Source: an optimization exercise on an open RTL-to-GDS flow (aim: small area and a short achievable clock period). Production flows keep margins and buffers that such runs may drop.
Function was checked by simulation only, so behaviour that the tests miss may differ from the original.
Power is estimated from default activity; no workload was simulated.

==> flow/design.v (outline; a module is shown in full before it is edited, if it fits) <==
// module fpu_lzc: 22 lines
// module fpu_mul_pre: 14 lines
// module fpu_mul_a: 503 lines
// module fpu_mul_b: 8 lines
// module fpu_adder: 38 lines
// module fpu_pfx_add: 26 lines
// module fpu_lza: 15 lines
// module fpu_norm_shift: 27 lines
// module fpu_rounder: 28 lines
// module fpu_pack: 34 lines
// module fpu: 174 lines
module fpu (
    input  wire        clk,
    input  wire        rst_n,
    input  wire [31:0] rs1_data,
    input  wire [31:0] rs2_data,
    input  wire [31:0] rs3_data,
    input  wire [6:0]  funct7,
    input  wire [2:0]  funct3,
    input  wire        fp_op,
    input  wire [2:0]  frm,
    output reg  [31:0] result,
    output wire [4:0]  flags,
    output wire        ready,
    output wire [2:0]  latency
);
  // ...
==> flow/run.sh <==
#!/bin/bash
# synth_recipe.tcl (not shown) runs the flow's synth.tcl, then flattens the netlist and writes it again
# the make line also repeats each setting of config.mk as NAME=value (left out here)
make -C /OpenROAD-flow-scripts/flow DESIGN_CONFIG=/design/flow/config.mk WORK_HOME=/design/flow/orfs CLKGATE_MAP_FILE= SYNTH_SCRIPT=/design/flow/synth_recipe.tcl finish
==> flow/config.mk <==
export PLATFORM = sky130hd
export DESIGN_NAME = fpu
export DESIGN_NICKNAME = fpu
export VERILOG_FILES = /design/flow/design.v
export SDC_FILE = /design/flow/constraint.sdc
export NUM_CORES = 4
export LEC_CHECK = 0
export ABC_AREA = 1
export CAP_MARGIN = 20
export CORE_MARGIN = 2
export CORE_UTILIZATION = 60
export CTS_CLUSTER_SIZE = 30
export SETUP_SLACK_MARGIN = 4.3
export SLEW_MARGIN = 20
==> flow/constraint.sdc <==
create_clock -name core_clock -period 8.5 [get_ports {clk}]
set_input_delay 1.7000 -clock core_clock [delete_from_list [all_inputs] [get_ports {clk}]]
set_output_delay 1.7000 -clock core_clock [all_outputs]
set_load 0.01 [all_outputs]
==> flow_metrics.py, run 1 <==
metrics = {
    "finish": {
        "layout_common_cells": "nand2_1, inv_1, dfxtp_1, nand3_1, nor2_1",
        "inverters": 844,
        "largest_reg_flops": 49,
        "final-seq-area_um2": 11000,
        "buf_share_pct": 4.97,
        "layout-drive-gt1-share_pct": 5.88,
        "antenna_cells": 1,
        "fill_cells": 6139,
    },
    "run_status": {
        "outcome": "no timing/DRC/antenna violations",
    },
    "clocking": {
        "cts.clk_slew.worst_paths_ns": 0.06,
    },
    "grt": {
        "grt_pass1_vias": 36900,
        "grt-busiest-layer": "met2",
        "grt_max_degree": 117,
    },
    "power_and_ir_drop": {
        "ir_drop_mv": 0.445,
        "clkPwrFrac_pct": 14.8,
        "power_frac_seq_pct": 24.6,
    },
    "route": {
        "drc_errors": 0,
        "viasPerCell": 5.79,
        "finalWirelength_um": 132000,
        "vias": 39000,
        "met1_length_um": 53000,
        "wl_per_cell_um": 19.6,
    },
    "yosys": {
        "syn-cell-area_um2": 41400,
        "synthAdderAreaFrac_pct": 19.7,
        "syn_nets": 6423,
        "netlist.area_leader.share_pct": 26.1,
        "synth_xor_area_share_pct": 3.68,
    },
    "die": {
        "coreArea_um2": 68500,
        "die_w_um": 267,
    },
    "sta": {
        "slew_headroom_pct": 20.6,
        "slew_viol_final": 0,
        "max_clock_freq_ghz": 0.241,
        "finalCritPeriodShare_pct": 48.8,
        "tns_ns": 0,
        "setup_viol": 0,
    },
    "setup_path": {
        "crit_cells": 10,
        "cp.buffers_inverters": 3,
        "startpoint": "a3_1[16]$_SDFF_PN0_",
        "critPathTopFamily": "adder cells",
        "worstRegToRegCells": 10,
    },
    "min_path": {
        "min-delay-start": "mz_1[23]$_DFF_P_",
    },
    "placed_design": {
        "place_area_um2": 43300,
    },
}
==> run 2, diff against run 1 <==
--- a/flow/config.mk
+++ b/flow/config.mk
@@ -12,3 +12,3 @@
 export CTS_CLUSTER_SIZE = 30
-export SETUP_SLACK_MARGIN = 4.3
+export SETUP_SLACK_MARGIN = 4.15
 export SLEW_MARGIN = 20
==> flow_metrics.py, run 2 <==
metrics = {
    "grt": {
        "grt_max_degree": 101,
        "grtUsageTotal_pct": 36.6,
        "grt_pass1_vias": 36700,
        "antenna_found_initial": 3,
        "overflow": 0,
        "grt_pass1_wl_um": 203000,
    },
    "setup_path": {
        "worstSetupStartpointType": "input pin",
        "worstRegToRegCells": 10,
        "r2r-start": "sel_1[10]$_DFF_P_",
        "critPathTopFamily": "buffers and inverters",
        "crit_path_end_kind": "output port",
        "crit_chain": "clkdlybuf4s15_1 -> nor2_2 -> inv_2 -> nor3_4 -> buf_6 -> nor2_1 -> buf_2",
        "cp.buffers_inverters": 4,
        "critPathMaxFanout": 2,
        "cp_slowest_stage_delay_ns": 0.19,
        "reg2reg_slack_ns": 4.29,
        "cp.required_ns": 6.80,
        "crit_slowest_cell": "clkdlybuf4s15_1",
        "cp.arrival_ns": 2.58,
        "r2r-end": "mul_b.cpa.a[30]$_DFF_P_",
        "crit_type": "input pin to output port",
    },
    "clocking": {
        "cts_hold_buf": 0,
        "clkLatencyLatePin_ns": 0.63,
        "cts_tree": "built",
        "cts.clk_slew.worst_paths_ns": 0.06,
        "cts_buffers": 56,
        "htree_levels": 2,
        "cts_root_buffer": "clkbuf_16",
        "cts.sinks": 545,
        "cts_buffer_depth": 3,
    },
    "yosys": {
        "ys_ff_latch": 545,
        "synth.largest_area_cell": "dfxtp_1",
        "synthTopCellsByArea": "dfxtp_1, nand2_1, fa_1, ha_1, inv_1",
        "synth_cell_types": 73,
        "synth-edff-count": 0,
        "yosysMostFrequentCell": "nand2_1",
        "syn_inst": 5799,
        "yosys_most_used_dff": "dfxtp_1",
        "async_flop_share_pct": 1.10,
        "netlist.area_leader.share_pct": 26.1,
        "syn-cell-area_um2": 41400,
        "ys_warn_count": 8,
        "syn_nets": 6423,
        "syn_area_per_cell_um2": 7.14,
        "ys_seq_area_share_pct": 26.4,
        "synth_common_cells": "nand2_1, inv_1, dfxtp_1, nand3_1, nor2_1",
    },
    "sta": {
        "tns_ns": 0,
        "setup_viol": 0,
        "skew_ns": 0.0206,
        "min_period_ns": 4.28,
        "worst_pin_slew_ns": 1.07,
        "slew_headroom_pct": 27.7,
        "hold_viol_final": 0,
        "slew_viol_final": 0,
        "rsz0062_at_grt": "yes",
        "finalCritPeriodShare_pct": 50.4,
        "max_clock_freq_ghz": 0.233,
    },
    "power_and_ir_drop": {
        "ir_drop_mv": 0.494,
        "p_sw_mw": 8.21,
        "power_density_nw_per_um2": 371,
        "p_total_mw": 16.9,
        "combPwrFrac_pct": 60.6,
        "swShare_pct": 48.6,
        "internal_power_mw": 8.67,
        "power_frac_seq_pct": 24.8,
        "clkPwrFrac_pct": 14.7,
        "p_leak_nw": 22.1,
    },
    "run_status": {
        "outcome": "no timing/DRC/antenna violations",
    },
    "die": {
        "coreArea_um2": 68500,
        "initial_utilization_pct": 60.4,
        "num_rows": 96,
        "die_h_um": 267,
        "die_area_um2": 71100,
        "die_w_um": 267,
        "io_pins": 153,
    },
    "finish": {
        "fill_cells": 6033,
        "final-seq-area_um2": 11000,
        "final_nets": 6438,
        "final_core_util_pct": 66.5,
        "max_flop_register": "s_4",
        "largest_reg_flops": 49,
        "final_common_cell": "nand2_1",
        "multi_input_area_um2": 26100,
        "layout_common_cells": "nand2_1, inv_1, dfxtp_1, nand3_1, nor2_1",
        "layout-drive-gt1-share_pct": 5.48,
        "area_delta_synth_final_pct": 10.1,
    },
    "placed_design": {
        "dp_hpwl_um": 95600,
        "place.gp.congestion": 1.01,
        "io_buffers": 150,
    },
    "route": {
        "wl_per_cell_um": 19.6,
        "drc_errors": 0,
        "vias": 38900,
        "firstDrtPassIters": 7,
        "finalWirelength_um": 132000,
        "viasPerCell": 5.77,
        "dr.first_iter.drc_count": 4207,
        "antenna_left": 0,
    },
    "min_path": {
        "hp-class": "flip-flop to flip-flop",
        "hold_depth": 0,
        "min-delay-start": "rm_2[2]$_DFF_P_",
        "hold_end": "rm_3[2]$_DFF_P_",
    },
    "flow_run": {
        "maxCapViolations": 0,
    },
}
==> run 2: changes by cell type in the layout (fill, tap and decap cells not counted), sizes merged, moves of 2 or more <==
cell / delta
buf: +3
clkbuf: -6
clkdlybuf4s15: +2
clkinv: +2
clkinvlp: +4
dlygate4sd2: +3
==> run 2: worst max-delay path by stage <==
stage          slack [ns]              from            to  cells after the start
3_5_place_dp         3.25         funct7[5]    latency[0]                      5
3_3_place_gp         3.37         funct7[5]    latency[0]                      5
5_1_grt              4.08  lza_4[0]$_DFF_P_  of_5$_DFF_P_                     29
6_report             4.22         funct7[5]    latency[1]                      7
4_1_cts              4.15         funct7[5]    latency[1]                      7
2_1_floorplan        4.15         funct7[5]    latency[1]                      4
==> run 2: metal layers <==
| metal | part of all wire [%] | wire length (um) | global-route usage [%] | vias up |
|---|---|---|---|---|
| met5 | 0.014 | 18 | 0 | - |
| met4 | 7.2 | 9490 | 22.8 | 2 |
| met3 | 9.9 | 13100 | 9.16 | 582 |
| met2 | 43 | 56900 | 57.1 | 2027 |
| met1 | 40 | 52600 | 45.4 | 17600 |
| li1 | - | - | - | 18700 |
==> run 2: cell type report <==
type	instances	share of cell area (%)
diodes	2	0.0110
multi-input cells	4125	57.3
inverters	840	7.03
well taps	882	2.42
flip-flops and latches	545	24.1
clock inverters	34	0.728
repair buffers	245	5.06
repair inverters	1	0.0165
clock buffers	70	3.39
==> run 2: kinds of logic after synthesis <==
logic type      count (synthesis)  synth area share, %
simple gates                 2476                 25.3
buf+inv                      1129                 10.6
compound gates                954                 14.1
flops                         545                 26.4
fa+ha+maj                     512                 19.7
xor+xnor                      173                 3.68
mux                             8                0.193
other cells                     2               0.0181
==> run 2: repair_timing <==
item / in CTS / in global routing
endpoints found under the setup margin: 65 / 67
pin swaps: 3 / 4
buffers inserted: 7 / 11
gates resized for setup: 40 / 26
gates cloned: 2 / 2
==> run 2: through the flow <==
stage / hold WS, ns / worst slack (ns) / area [um^2] / std cells
3_3_place_gp: 0.310 / 3.37 / 43300 / 6616
2_1_floorplan: 0.310 / 4.15 / 41400 / 5799
6_report: 0.322 / 4.22 / 45600 / 6744
4_1_cts: 0.314 / 4.15 / 45300 / 6729
5_1_grt: 0.321 / 4.08 / 45600 / 6743
3_5_place_dp: 0.312 / 3.25 / 43300 / 6616
==> run 2: worst register-to-register path: cells and delay by family (launching register included) <==
family	cells	cell delay, ns
compound gates	1	0.47
buf+inv	4	0.74
flops	1	0.31
fa+ha+maj	5	2.62
==> run 2: power groups by stage <==
stage	sequential (mW)	combinational, mW	clock, mW
finish	4.19	10.2	2.47
global route	4.23	11.4	2.62
CTS	4.13	9.90	2.52
detailed placement	4.19	9.82	0
global placement	4.18	9.63	0
floorplan	3.82	7.18	0
==> run 3, diff against run 2 <==
--- a/flow/config.mk
+++ b/flow/config.mk
@@ -12,3 +12,3 @@
 export CTS_CLUSTER_SIZE = 30
-export SETUP_SLACK_MARGIN = 4.15
+export SETUP_SLACK_MARGIN = 3.9
 export SLEW_MARGIN = 20
==> flow_metrics.py, run 3 <==
metrics = {
    "placed_design": {
        "dp_hpwl_um": 95800,
        "place.gp.congestion": 1.01,
        "pre_cts_ws_ns": 3.27,
        "io_buffers": 150,
    },
    "yosys": {
        "synth_compound_area_share_pct": 14.1,
        "synthTopCellsByArea": "dfxtp_1, nand2_1, fa_1, ha_1, inv_1",
        "synth_xor_area_share_pct": 3.68,
        "synth-edff-count": 0,
        "syn_inst": 5799,
        "netlist.area_leader.share_pct": 26.1,
        "ys_ff_latch": 545,
        "synth.largest_area_cell": "dfxtp_1",
        "synthSimpleGateAreaFrac_pct": 25.3,
        "syn_nets": 6423,
        "ys_warn_count": 8,
        "yosysMostFrequentCell": "nand2_1",
        "syn-cell-area_um2": 41400,
        "synth_common_cells": "nand2_1, inv_1, dfxtp_1, nand3_1, nor2_1",
        "ys_seq_area_share_pct": 26.4,
        "muxShareOfSynthArea_pct": 0.193,
        "synth_cell_types": 73,
        "synthAdderAreaFrac_pct": 19.7,
        "synth_top_family_by_area": "simple AND/OR/NAND/NOR gates",
        "async_flop_share_pct": 1.10,
        "yosys_most_used_dff": "dfxtp_1",
        "syn_area_per_cell_um2": 7.14,
    },
    "sta": {
        "tns_ns": 0,
        "skew_ns": 0.0233,
        "max_clock_freq_ghz": 0.222,
        "setup_viol": 0,
        "worst_pin_slew_ns": 1.19,
        "fin_ws_ns": 4.00,
        "rsz0062_at_grt": "yes",
        "slew_headroom_pct": 20.8,
        "min_period_ns": 4.50,
        "hold_viol_final": 0,
        "slew_viol_final": 0,
        "finalCritPeriodShare_pct": 53.0,
    },
    "die": {
        "io_pins": 153,
        "coreArea_um2": 68500,
        "initial_utilization_pct": 60.4,
        "die_h_um": 267,
        "die_area_um2": 71100,
        "die_w_um": 267,
        "num_rows": 96,
    },
    "clocking": {
        "cts_root_buffer": "clkbuf_16",
        "clkLatencyLatePin_ns": 0.63,
        "cts_buffer_depth": 3,
        "cts.sinks": 545,
        "cts_buffers": 56,
        "cts_tree": "built",
        "htree_levels": 2,
        "cts.clk_slew.worst_paths_ns": 0.06,
    },
    "route": {
        "vias": 39200,
        "drc_errors": 0,
        "viasPerCell": 5.81,
        "wl_per_cell_um": 19.7,
        "finalWirelength_um": 133000,
        "firstDrtPassIters": 8,
        "antenna_left": 0,
        "dr.first_iter.drc_count": 4540,
    },
    "grt": {
        "antenna_found_initial": 1,
        "grt_pass1_wl_um": 205000,
        "gr-usage-met2_pct": 57.9,
        "use_met1_pct": 46.3,
        "overflow": 0,
        "grt_max_degree": 122,
        "grtUsageTotal_pct": 36.8,
        "grt.met3_usage_pct": 8.51,
        "grt-busiest-layer": "met2",
        "grt_pass1_vias": 37000,
    },
    "finish": {
        "max_flop_register": "s_4",
        "layout_common_cells": "nand2_1, inv_1, dfxtp_1, nand3_1, nor2_1",
        "final_common_cell": "nand2_1",
        "largest_reg_flops": 49,
        "final_nets": 6428,
        "final_core_util_pct": 66.6,
        "layout-drive-gt1-share_pct": 5.33,
        "area_delta_synth_final_pct": 10.1,
    },
    "setup_path": {
        "crit_path_end_kind": "output port",
        "crit_type": "input pin to output port",
        "worstSetupStartpointType": "input pin",
        "crit_chain": "clkdlybuf4s50_1 -> nor4_4 -> buf_4 -> buf_2",
        "cp.arrival_ns": 2.80,
        "cp.required_ns": 6.80,
        "crit_slowest_cell": "clkdlybuf4s50_1",
        "critPathMaxFanout": 3,
        "cp_slowest_stage_delay_ns": 0.49,
    },
    "flow_run": {
        "maxCapViolations": 0,
    },
    "power_and_ir_drop": {
        "p_leak_nw": 22.0,
        "power_density_nw_per_um2": 371,
        "ir_drop_mv": 0.512,
    },
    "min_path": {
        "hp-class": "flip-flop to flip-flop",
    },
    "run_status": {
        "outcome": "no timing/DRC/antenna violations",
    },
}
-- run 3: cell counts after synthesis --
No cell type changed its count.
-- run 3: critical path: cells and delay by family --
kind	cells	cell delay (ns)
and+or+nand+nor	1	0.33
buffers and inverters	3	0.77
-- run 3: path summary, 6_finish.rpt --
check	startpoint	end	slack (ns)	depth (start not counted)
worst min register to register	re_3[6]$_DFF_P_	re_4[6]$_DFF_P_	0.32	0
max in group asynchronous	rst_n	vld[4]$_DFF_PN0_	6.99	1
worst min-delay path	re_3[6]$_DFF_P_	re_4[6]$_DFF_P_	0.32	0
min in group asynchronous	rst_n	vld[5]$_DFF_PN0_	1.30	1
worst max-delay path	funct7[2]	latency[0]	4.00	4
worst max register to register	mx_1[20]$_SDFF_PN0_	mul_b.cpa.a[27]$_DFF_P_	4.14	10
-- run 3: report_power, final --
group | internal, mW | switching [mW] | total (mW)
registers | 3.44 | 0.787 | 4.23
logic | 3.80 | 6.25 | 10.1
clock network | 1.55 | 1.09 | 2.64
-- run 3: cell type report --
cell class / instances / area (um^2)
diodes: 4 / 10.0
clock inverters: 36 / 472
multi-input cells: 4125 / 26100
fillers: 6123 / 22900
repair buffers: 234 / 2210
inverters: 840 / 3190
clock buffers: 70 / 1550
well taps: 882 / 1100
flip-flops and latches: 545 / 11000
repair inverters: 2 / 12.5
-- run 3: cell families after synthesis --
kind of cell	count (synthesis)
adder cells (fa/ha/maj)	512
flip-flops	545
AO/OA/AOI/OAI	954
XOR/XNOR	173
other	2
multiplexers	8
AND/OR/NAND/NOR	2476
buffers and inverters	1129
-- run 3: what timing repair did --
action	4_1_cts	5_1_grt
gates cloned	2	2
gates resized for setup	19	32
pin swaps	3	3
hold buffers	0	0
setup buffers	5	8
endpoints found under the setup margin	55	62
-- run 3: metrics by stage --
step / std cells / hold WS, ns / cell area, um^2 / power, mW
6_report: 6738 / 0.324 / 45600 / 16.9
5_1_grt: 6734 / 0.327 / 45600 / 18.3
4_1_cts: 6724 / 0.321 / 45400 / 16.6
3_5_place_dp: 6611 / 0.312 / 43300 / 13.9
3_3_place_gp: 6611 / 0.310 / 43300 / 13.7
2_1_floorplan: 5799 / 0.310 / 41400 / 11.0
-- run 3: routing by layer --
metal	share of wire [%]	routed length, um
met5	0	0
met4	6.8	9020
met3	10	13600
met2	43	57300
met1	40	52600
==> module fpu_rounder, before the edit <==
module fpu_rounder (
    input  wire [23:0] mant,      
    input  wire [7:0]  exp_in,
    input  wire        of5,       
    input  wire        g,         
    input  wire        rs,        
    input  wire        sign,
    input  wire [2:0]  rm,
    output wire [22:0] mant_out,
    output wire [7:0]  exp_out,
    output wire        of
);
    wire lsb = mant[0];
    reg  rup;
    always @(*) begin
        case (rm)
            3'b000:  rup = g & (rs | lsb);
            3'b010:  rup = sign & (g | rs);
            3'b011:  rup = ~sign & (g | rs);
            3'b100:  rup = g;
            default: rup = 1'b0;
        endcase
    end
    wire [23:0] inc = mant + 24'd1;
    assign mant_out = rup ? inc[22:0] : mant[22:0];
    assign exp_out  = exp_in + {7'd0, rup & (&mant)};
    assign of       = of5 | (exp_out == 8'hFF);
endmodule
==> module fpu_pack, before the edit <==
module fpu_pack (
    input  wire [22:0] mant,
    input  wire [7:0]  exp_in,
    input  wire        of,
    input  wire        uf5,
    input  wire        nx,        
    input  wire        sign,
    input  wire [2:0]  rm,
    input  wire        any_nan,
    input  wire        any_inf,
    input  wire        nv,
    output reg  [31:0] result,
    output wire [3:0]  flags      
);
    always @(*) begin
        if (any_nan)
            result = 32'h7FC00000;
        else if (any_inf)
            result = {sign, 8'hFF, 23'd0};
        else if (of) begin
            case (rm)
                3'b001:  result = {sign, 31'h7F7FFFFF};
                3'b010:  result = sign ? 32'hFF800000 : 32'h7F7FFFFF;
                3'b011:  result = sign ? 32'hFF7FFFFF : 32'h7F800000;
                default: result = {sign, 31'h7F800000};
            endcase
        end
        else if (uf5)
            result = {sign, 31'd0};
        else
            result = {sign, exp_in, mant};
    end
    assign flags = {nv, of, uf5, nx | of | uf5};
endmodule
==> module fpu, before the edit <==
module fpu (
    input  wire        clk,
    input  wire        rst_n,
    input  wire [31:0] rs1_data,
    input  wire [31:0] rs2_data,
    input  wire [31:0] rs3_data,
    input  wire [6:0]  funct7,
    input  wire [2:0]  funct3,
    input  wire        fp_op,
    input  wire [2:0]  frm,
    output reg  [31:0] result,
    output wire [4:0]  flags,
    output wire        ready,
    output wire [2:0]  latency
);
    wire [4:0] opc    = funct7[6:2];
    wire is_add       = (opc == 5'b00000);
    wire is_sub       = (opc == 5'b00001);
    wire is_mul       = (opc == 5'b00010);
    wire is_fma       = (opc == 5'b10000);
    wire addsub       = is_add | is_sub;
    assign latency = addsub ? 3'd4 : is_mul ? 3'd5 : 3'd6;
    wire [7:0] e1 = rs1_data[30:23];
    wire [7:0] e2 = rs2_data[30:23];
    wire [7:0] e3 = rs3_data[30:23];
    wire f1nz = |rs1_data[22:0];
    wire f2nz = |rs2_data[22:0];
    wire f3nz = |rs3_data[22:0];
    wire e1z = (e1 == 8'd0), e1m = (e1 == 8'hFF);
    wire e2z = (e2 == 8'd0), e2m = (e2 == 8'hFF);
    wire e3z = (e3 == 8'd0), e3m = (e3 == 8'hFF);
    wire h1 = ~e1z & (~e1m | f1nz);
    wire h2 = ~e2z & (~e2m | f2nz);
    wire h3 = ~e3z & (~e3m | f3nz);
    wire nan1 = e1m & f1nz, inf1 = e1m & ~f1nz, snan1 = nan1 & ~rs1_data[22];
    wire nan2 = e2m & f2nz, inf2 = e2m & ~f2nz, snan2 = nan2 & ~rs2_data[22];
    wire nan3 = e3m & f3nz, inf3 = e3m & ~f3nz, snan3 = nan3 & ~rs3_data[22];
    wire [23:0] mx_d = addsub ? 24'h800000 : {h1, rs1_data[22:0]};
    wire [23:0] my_d = addsub ? {h1, rs1_data[22:0]} : {h2, rs2_data[22:0]};
    wire [23:0] mz_d = addsub ? {h2, rs2_data[22:0]} :
                       is_fma ? {h3, rs3_data[22:0]} : 24'd0;
    wire [7:0]  ze_d = addsub ? e2 : is_fma ? e3 : 8'd0;
    wire [8:0]  pe_d = addsub ? {1'b0, e1} : ({1'b0, e1} + {1'b0, e2} - 9'd127);
    wire xnan = ~addsub & nan1;
    wire ynan = addsub ? nan1 : nan2;
    wire znan = addsub ? nan2 : is_fma & nan3;
    wire xinf = ~addsub & inf1;
    wire yinf = addsub ? inf1 : inf2;
    wire zinf = addsub ? inf2 : is_fma & inf3;
    wire xsnan = ~addsub & snan1;
    wire ysnan = addsub ? snan1 : snan2;
    wire zsnan = addsub ? snan2 : is_fma & snan3;
    wire nan_d = xnan | ynan | znan;
    wire inf_d = xinf | yinf | zinf;
    wire nv_d  = xsnan | ysnan | zsnan | (xinf & yinf);
    wire s1 = rs1_data[31], s2 = rs2_data[31], s3 = rs3_data[31];
    wire ps = addsub ? s1 : (s1 ^ s2);
    wire zs = addsub ? s2 : (is_fma & s3);
    wire inv_es = is_sub | (is_fma & (funct7[1:0] == 2'b01 || funct7[1:0] == 2'b10));
    wire es_d = ~is_mul & (zs ^ ps ^ inv_es);
    wire sx_d = (is_mul | is_fma) & (ps ^ (is_fma & funct7[1]));
    wire [2:0] rm_d = (funct3 == 3'b111) ? frm : funct3;
    reg [5:0] vld;
    always @(posedge clk or negedge rst_n) begin
        if (!rst_n) vld <= 6'd0;
        else        vld <= {vld[4:0], fp_op};
    end
    assign ready = vld[5];
    wire [25:0] a3_m1;
    wire [35:0] sel_d;
    fpu_mul_pre mul_pre (.a({h1, rs1_data[22:0]}), .b(my_d), .a3(a3_m1), .sel(sel_d));
    wire [25:0] a3_d = addsub ? 26'h1800000 : a3_m1;
    reg [23:0] mx_1, mz_1;
    reg [25:0] a3_1;
    reg [35:0] sel_1;
    reg [8:0]  pe_1;
    reg [7:0]  ze_1;
    reg        es_1, sx_1, nan_1, inf_1, nv_1;
    reg [2:0]  rm_1;
    always @(posedge clk) begin
        mx_1 <= mx_d; a3_1 <= a3_d; sel_1 <= sel_d; mz_1 <= mz_d;
        pe_1 <= pe_d; ze_1 <= ze_d;
        es_1 <= es_d; sx_1 <= sx_d;
        nan_1 <= nan_d; inf_1 <= inf_d; nv_1 <= nv_d;
        rm_1 <= rm_d;
    end
    wire [95:0] rows;
    fpu_mul_a mul_a (.a(mx_1), .a3(a3_1), .sel(sel_1), .rows(rows));
    wire [9:0] diff = {1'b0, pe_1} - {2'b00, ze_1};
    wire       pl   = ~diff[9];
    wire [8:0] dabs = pl ? diff[8:0] : (9'd0 - diff[8:0]);
    wire [8:0] re_d = pl ? pe_1 : {1'b0, ze_1};
    wire [6:0] d7_d = (dabs >= 9'd72) ? 7'd72 : dabs[6:0];
    reg [95:0] rows_2;
    reg [23:0] mz_2;
    reg [6:0]  d7_2;
    reg [8:0]  re_2;
    reg        es_2, sx_2, nan_2, inf_2, nv_2;
    reg [2:0]  rm_2;
    always @(posedge clk) begin
        rows_2 <= rows; mz_2 <= mz_1; d7_2 <= d7_d; re_2 <= re_d;
        es_2 <= es_1; sx_2 <= sx_1; nan_2 <= nan_1; inf_2 <= inf_1; nv_2 <= nv_1;
        rm_2 <= rm_1;
    end
    wire [47:0] prod;
    fpu_mul_b mul_b (.rows(rows_2), .p(prod));
    wire [47:0] al_d = d7_2[6] ? 48'd0 : ({mz_2, 24'd0} >> d7_2[5:0]);
    wire [23:0] orlo;                        
    assign orlo[0] = mz_2[0];
    genvar gi;
    generate for (gi = 1; gi < 24; gi = gi + 1) begin : stk
        assign orlo[gi] = orlo[gi-1] | mz_2[gi];
    end endgenerate
    wire [6:0] d49  = d7_2 - 7'd49;
    wire       st_d = (d7_2 >= 7'd49) & ((d49 >= 7'd23) ? orlo[23] : orlo[d49[4:0]]);
    reg [47:0] p_3, a_3;
    reg        st_3;
    reg [8:0]  re_3;
    reg        es_3, sx_3, nan_3, inf_3, nv_3;
    reg [2:0]  rm_3;
    always @(posedge clk) begin
        p_3 <= prod; a_3 <= al_d; st_3 <= st_d; re_3 <= re_2;
        es_3 <= es_2; sx_3 <= sx_2; nan_3 <= nan_2; inf_3 <= inf_2; nv_3 <= nv_2;
        rm_3 <= rm_2;
    end
    wire [48:0] sum_d;
    wire        as_d;
    fpu_adder adder (.a(p_3), .b(a_3), .sub(es_3), .sum(sum_d), .neg(as_d));
    wire [5:0] lza_d;
    fpu_lza lza (.a(p_3), .b(a_3), .count(lza_d));
    reg [48:0] s_4;
    reg [5:0]  lza_4;
    reg        st_4, es_4, sg_4;
    reg [8:0]  re_4;
    reg        nan_4, inf_4, nv_4;
    reg [2:0]  rm_4;
    always @(posedge clk) begin
        s_4 <= sum_d; lza_4 <= lza_d; st_4 <= st_3; es_4 <= es_3;
        sg_4 <= as_d ^ sx_3; re_4 <= re_3;
        nan_4 <= nan_3; inf_4 <= inf_3; nv_4 <= nv_3; rm_4 <= rm_3;
    end
    wire [23:0] m_d;
    wire [8:0]  ne_d;
    fpu_norm_shift norm (.sum(s_4), .lza(lza_4), .es(es_4), .exp_in(re_4),
                         .mant(m_d), .exp_out(ne_d));
    wire of5_d = (ne_d >= 9'd255);
    wire uf5_d = ne_d[8] | (ne_d == 9'd0);
    wire [22:0] mr_d;
    wire [7:0]  er_d;
    wire        of_d;
    fpu_rounder rnd (.mant(m_d), .exp_in(ne_d[7:0]), .of5(of5_d),
                     .g(s_4[2]), .rs(s_4[1] | s_4[0] | st_4), .sign(sg_4), .rm(rm_4),
                     .mant_out(mr_d), .exp_out(er_d), .of(of_d));
    reg [22:0] mr_5;
    reg [7:0]  er_5;
    reg        of_5, uf_5, nx_5, sg_5, nan_5, inf_5, nv_5;
    reg [2:0]  rm_5;
    always @(posedge clk) begin
        mr_5 <= mr_d; er_5 <= er_d; of_5 <= of_d; uf_5 <= uf5_d;
        nx_5 <= s_4[2] | s_4[1] | s_4[0] | st_4;
        sg_5 <= sg_4; nan_5 <= nan_4; inf_5 <= inf_4; nv_5 <= nv_4; rm_5 <= rm_4;
    end
    wire [31:0] res_d;
    wire [3:0]  flg_d;
    fpu_pack pack (.mant(mr_5), .exp_in(er_5), .of(of_5), .uf5(uf_5), .nx(nx_5),
                   .sign(sg_5), .rm(rm_5), .any_nan(nan_5), .any_inf(inf_5), .nv(nv_5),
                   .result(res_d), .flags(flg_d));
    reg [3:0] flg_6;
    always @(posedge clk) begin
        result <= res_d;
        flg_6  <= flg_d;
    end
    assign flags = {flg_6[3], 1'b0, flg_6[2:0]};
endmodule
==> run 4, diff against run 3 <==
--- a/flow/design.v
+++ b/flow/design.v
@@ -655,4 +655,2 @@
     input  wire [23:0] mant,      
-    input  wire [7:0]  exp_in,
-    input  wire        of5,       
     input  wire        g,         
@@ -662,4 +660,3 @@
     output wire [22:0] mant_out,
-    output wire [7:0]  exp_out,
-    output wire        of
+    output wire        carry      
 );
@@ -678,4 +675,3 @@
     assign mant_out = rup ? inc[22:0] : mant[22:0];
-    assign exp_out  = exp_in + {7'd0, rup & (&mant)};
-    assign of       = of5 | (exp_out == 8'hFF);
+    assign carry    = rup & (&mant);
 endmodule
@@ -683,4 +679,5 @@
     input  wire [22:0] mant,
-    input  wire [7:0]  exp_in,
-    input  wire        of,
+    input  wire [7:0]  exp_in,    
+    input  wire        carry,     
+    input  wire        of5,       
     input  wire        uf5,
@@ -695,2 +692,4 @@
 );
+    wire [7:0] er = exp_in + {7'd0, carry};
+    wire       of = of5 | (er == 8'hFF);
     always @(*) begin
@@ -711,3 +710,3 @@
         else
-            result = {sign, exp_in, mant};
+            result = {sign, er, mant};
     end
@@ -863,13 +862,12 @@
     wire [22:0] mr_d;
-    wire [7:0]  er_d;
-    wire        of_d;
-    fpu_rounder rnd (.mant(m_d), .exp_in(ne_d[7:0]), .of5(of5_d),
+    wire        cy_d;
+    fpu_rounder rnd (.mant(m_d),
                      .g(s_4[2]), .rs(s_4[1] | s_4[0] | st_4), .sign(sg_4), .rm(rm_4),
-                     .mant_out(mr_d), .exp_out(er_d), .of(of_d));
+                     .mant_out(mr_d), .carry(cy_d));
     reg [22:0] mr_5;
-    reg [7:0]  er_5;
-    reg        of_5, uf_5, nx_5, sg_5, nan_5, inf_5, nv_5;
+    reg [7:0]  ne_5;
+    reg        cy_5, of_5, uf_5, nx_5, sg_5, nan_5, inf_5, nv_5;
     reg [2:0]  rm_5;
     always @(posedge clk) begin
-        mr_5 <= mr_d; er_5 <= er_d; of_5 <= of_d; uf_5 <= uf5_d;
+        mr_5 <= mr_d; ne_5 <= ne_d[7:0]; cy_5 <= cy_d; of_5 <= of5_d; uf_5 <= uf5_d;
         nx_5 <= s_4[2] | s_4[1] | s_4[0] | st_4;
@@ -879,3 +877,3 @@
     wire [3:0]  flg_d;
-    fpu_pack pack (.mant(mr_5), .exp_in(er_5), .of(of_5), .uf5(uf_5), .nx(nx_5),
+    fpu_pack pack (.mant(mr_5), .exp_in(ne_5), .carry(cy_5), .of5(of_5), .uf5(uf_5), .nx(nx_5),
                    .sign(sg_5), .rm(rm_5), .any_nan(nan_5), .any_inf(inf_5), .nv(nv_5),
--- a/flow/config.mk
+++ b/flow/config.mk
@@ -12,3 +12,3 @@
 export CTS_CLUSTER_SIZE = 30
-export SETUP_SLACK_MARGIN = 3.9
+export SETUP_SLACK_MARGIN = 4.3
 export SLEW_MARGIN = 20
==> flow_metrics.py, run 4 <==
metrics = {
    "route": {
        "finalWirelength_um": 133000,
        "antenna_left": 0,
        "vias": 39600,
        "viasPerCell": 5.77,
        "drc_errors": 0,
        "wl_per_cell_um": 19.4,
        "firstDrtPassIters": 7,
        "dr.first_iter.drc_count": 4707,
    },
    "sta": {
        "slew_viol_final": 0,
        "worst_pin_slew_ns": 1.04,
        "max_clock_freq_ghz": 0.240,
        "slew_headroom_pct": 30.5,
        "setup_viol": 0,
        "min_period_ns": 4.17,
        "finalCritPeriodShare_pct": 49.0,
        "hold_viol_final": 0,
        "skew_ns": 0.0198,
        "tns_ns": 0,
        "rsz0062_at_grt": "no",
    },
    "die": {
        "die_h_um": 267,
        "io_pins": 153,
        "die_area_um2": 71300,
        "num_rows": 96,
        "die_w_um": 267,
        "coreArea_um2": 68600,
        "initial_utilization_pct": 60.5,
    },
    "yosys": {
        "syn_nets": 6494,
        "yosysMostFrequentCell": "nand2_1",
        "ys_warn_count": 8,
        "netlist.area_leader.share_pct": 26.0,
        "synthTopCellsByArea": "dfxtp_1, nand2_1, fa_1, ha_1, inv_1",
        "ys_seq_area_share_pct": 26.4,
        "synth_common_cells": "nand2_1, inv_1, nand3_1, dfxtp_1, nor2_1",
        "synth.largest_area_cell": "dfxtp_1",
        "yosys_most_used_dff": "dfxtp_1",
        "syn-cell-area_um2": 41500,
        "async_flop_share_pct": 1.10,
        "ys_ff_latch": 546,
        "syn_area_per_cell_um2": 7.07,
        "synth_cell_types": 67,
        "synth-edff-count": 0,
        "syn_inst": 5870,
    },
    "placed_design": {
        "io_buffers": 150,
        "dp_hpwl_um": 98300,
        "place.gp.congestion": 1.02,
        "place_area_um2": 43600,
    },
    "run_status": {
        "outcome": "no timing/DRC/antenna violations",
    },
    "finish": {
        "final_common_cell": "nand2_1",
        "layout-drive-gt1-share_pct": 5.10,
        "final-seq-area_um2": 11000,
        "layout_common_cells": "nand2_1, inv_1, nand3_1, dfxtp_1, nor2_1",
        "fill_cells": 6046,
        "final_nets": 6499,
        "max_flop_register": "s_4",
        "largest_reg_flops": 49,
        "area_delta_synth_final_pct": 10.4,
        "final_core_util_pct": 66.8,
        "multi_input_area_um2": 26400,
        "fin_area_um2": 45800,
    },
    "setup_path": {
        "worstSetupStartpointType": "flip-flop",
        "cp_slowest_stage_delay_ns": 0.85,
        "crit_path_end_kind": "flip-flop",
        "crit_chain": "a22o_1 -> a21oi_1 -> fa_1 -> inv_1 -> fa_1 -> inv_1 -> fa_1 -> inv_1 -> fa_1 -> fa_1",
        "crit_type": "flip-flop to flip-flop",
        "cp.arrival_ns": 4.69,
        "crit_slowest_cell": "dfxtp_1",
        "cp.buffers_inverters": 3,
        "crit_path_frequent_cell": "fa_1",
        "cp.required_ns": 9.02,
        "critPathMaxFanout": 12,
        "critPathTopFamily": "adder cells",
    },
    "power_and_ir_drop": {
        "power_density_nw_per_um2": 368,
        "p_leak_nw": 22.4,
        "ir_drop_mv": 0.315,
    },
    "clocking": {
        "cts_buffers": 59,
        "cts.sinks": 546,
        "cts.clk_slew.worst_paths_ns": 0.06,
        "clkLatencyLatePin_ns": 0.65,
        "htree_levels": 2,
        "cts_root_buffer": "clkbuf_16",
        "cts_tree": "built",
        "cts_buffer_depth": 3,
    },
    "grt": {
        "antenna_found_initial": 3,
        "grt_max_degree": 90,
        "grt_pass1_vias": 37400,
        "overflow": 0,
        "grtUsageTotal_pct": 37.1,
        "grt_pass1_wl_um": 206000,
    },
    "flow_run": {
        "maxCapViolations": 0,
    },
    "min_path": {
        "hp-class": "flip-flop to flip-flop",
    },
}
==> run 4: cell types whose count changed in the layout (fill, tap and decap cells not counted), moves of 9 or more <==
cell      change
nand3_1      +65
nand4_1      +21
nor2_1       -26
o21ai_0      -31
nand2_1     +136
nand2_2      -19
inv_1        -33
o211ai_1      -9
a21oi_1      -18
nand3b_1     +11
o21ai_1      -20
==> run 4: timing repair <==
| action | CTS | global route |
|---|---|---|
| hold buffers | 0 | 0 |
| setup buffers | 7 | 2 |
| endpoints found under the setup margin | 56 | 58 |
| pin swaps | 3 | 3 |
| gates resized for setup | 33 | 21 |
| hold endpoints to repair | 0 | 0 |
| gates cloned | 1 | 0 |
==> run 4: path summary, 6_finish.rpt <==
path	start	slack [ns]	depth (start not counted)	endpoint
max	a3_1[23]$_SDFF_PN1_	4.33	10	mul_b.cpa.a[27]$_DFF_P_
min	mz_1[0]$_DFF_P_	0.32	0	mz_2[0]$_DFF_P_
max reg2reg	a3_1[23]$_SDFF_PN1_	4.33	10	mul_b.cpa.a[27]$_DFF_P_
min reg2reg	mz_1[0]$_DFF_P_	0.32	0	mz_2[0]$_DFF_P_
max in group asynchronous	rst_n	7.00	1	vld[1]$_DFF_PN0_
min in group asynchronous	rst_n	1.29	1	vld[2]$_DFF_PN0_
==> run 4: kinds of logic after synthesis <==
| kind of cell | Yosys count | synth area share (%) |
|---|---|---|
| compound gates | 872 | 13.0 |
| xor+xnor | 165 | 3.48 |
| fa+ha+maj | 512 | 19.6 |
| buf+inv | 1093 | 10.2 |
| flops | 546 | 26.4 |
| mux | 11 | 0.265 |
| other cells | 2 | 0.0181 |
| simple gates | 2669 | 27.1 |
==> run 4: per-layer routing <==
layer,part of all wire [%],global-route usage (%)
met2,44,59.4
met3,9.9,8.29
met1,39,46.4
met5,0.011,0.277
met4,6.2,20.4
==> run 4: where the power goes <==
| group | switching [mW] | internal [mW] | leakage (nW) |
|---|---|---|---|
| combinational | 6.19 | 3.73 | 16.8 |
| sequential | 0.778 | 3.43 | 4.57 |
| clock | 1.14 | 1.59 | 1.02 |
| total | 8.11 | 8.75 | 22.4 |
==> run 4: area by class of cell <==
type | count | share of cell area [%]
multi-input combinational | 4231 | 57.6
sequential | 546 | 24.0
inverter | 801 | 6.57
timing repair buffer | 235 | 4.69
clock buffer | 75 | 3.55
tap | 931 | 2.54
clock inverter | 36 | 1.05
timing repair inverter | 1 | 0.0164
antenna | 2 | 0.0109
==> run 4: metrics by stage <==
step	hold slack (ns)	power, mW	instances	setup WS [ns]
3_3_place_gp	0.310	13.6	6734	3.51
4_1_cts	0.326	16.7	6853	4.27
3_5_place_dp	0.312	13.9	6734	3.51
5_1_grt	0.327	18.3	6857	4.30
2_1_floorplan	0.310	11.0	5870	4.32
6_report	0.324	16.9	6858	4.33

-- afterwards: timing with drivers on the ports --
Ports are ideal in the flow. The routed layouts listed here were re-timed in OpenROAD.
Step 1 (the two cells are an assumption about what drives the block):
set clk [get_ports {clk}]
set_driving_cell -lib_cell sky130_fd_sc_hd__clkbuf_16 $clk
set_driving_cell -lib_cell sky130_fd_sc_hd__buf_2 [delete_from_list [all_inputs] $clk]
Step 2 also shifts input and output timing later by t, the mid clock arrival at the registers, as if the neighbouring blocks saw the same clock.
Three values: ideal ports, drivers, drivers and shift; two values: the first two.
run	t, ns	slack for setup (ns)	cell pins on the clock port's net
run 1	0.707	4.356 / 4.348 / 3.915	1
run 2	0.687	4.216 / 4.187 / 3.910	1
run 3	0.689	3.997 / 3.974 / 3.624	1
run 4	0.712	4.331 / 4.331 / 3.864	1
After both steps setup and hold are still met in every run listed. For run 4, which loses most, drivers alone change the setup slack by 0.000 ns; drivers and shift together by -0.467 ns.
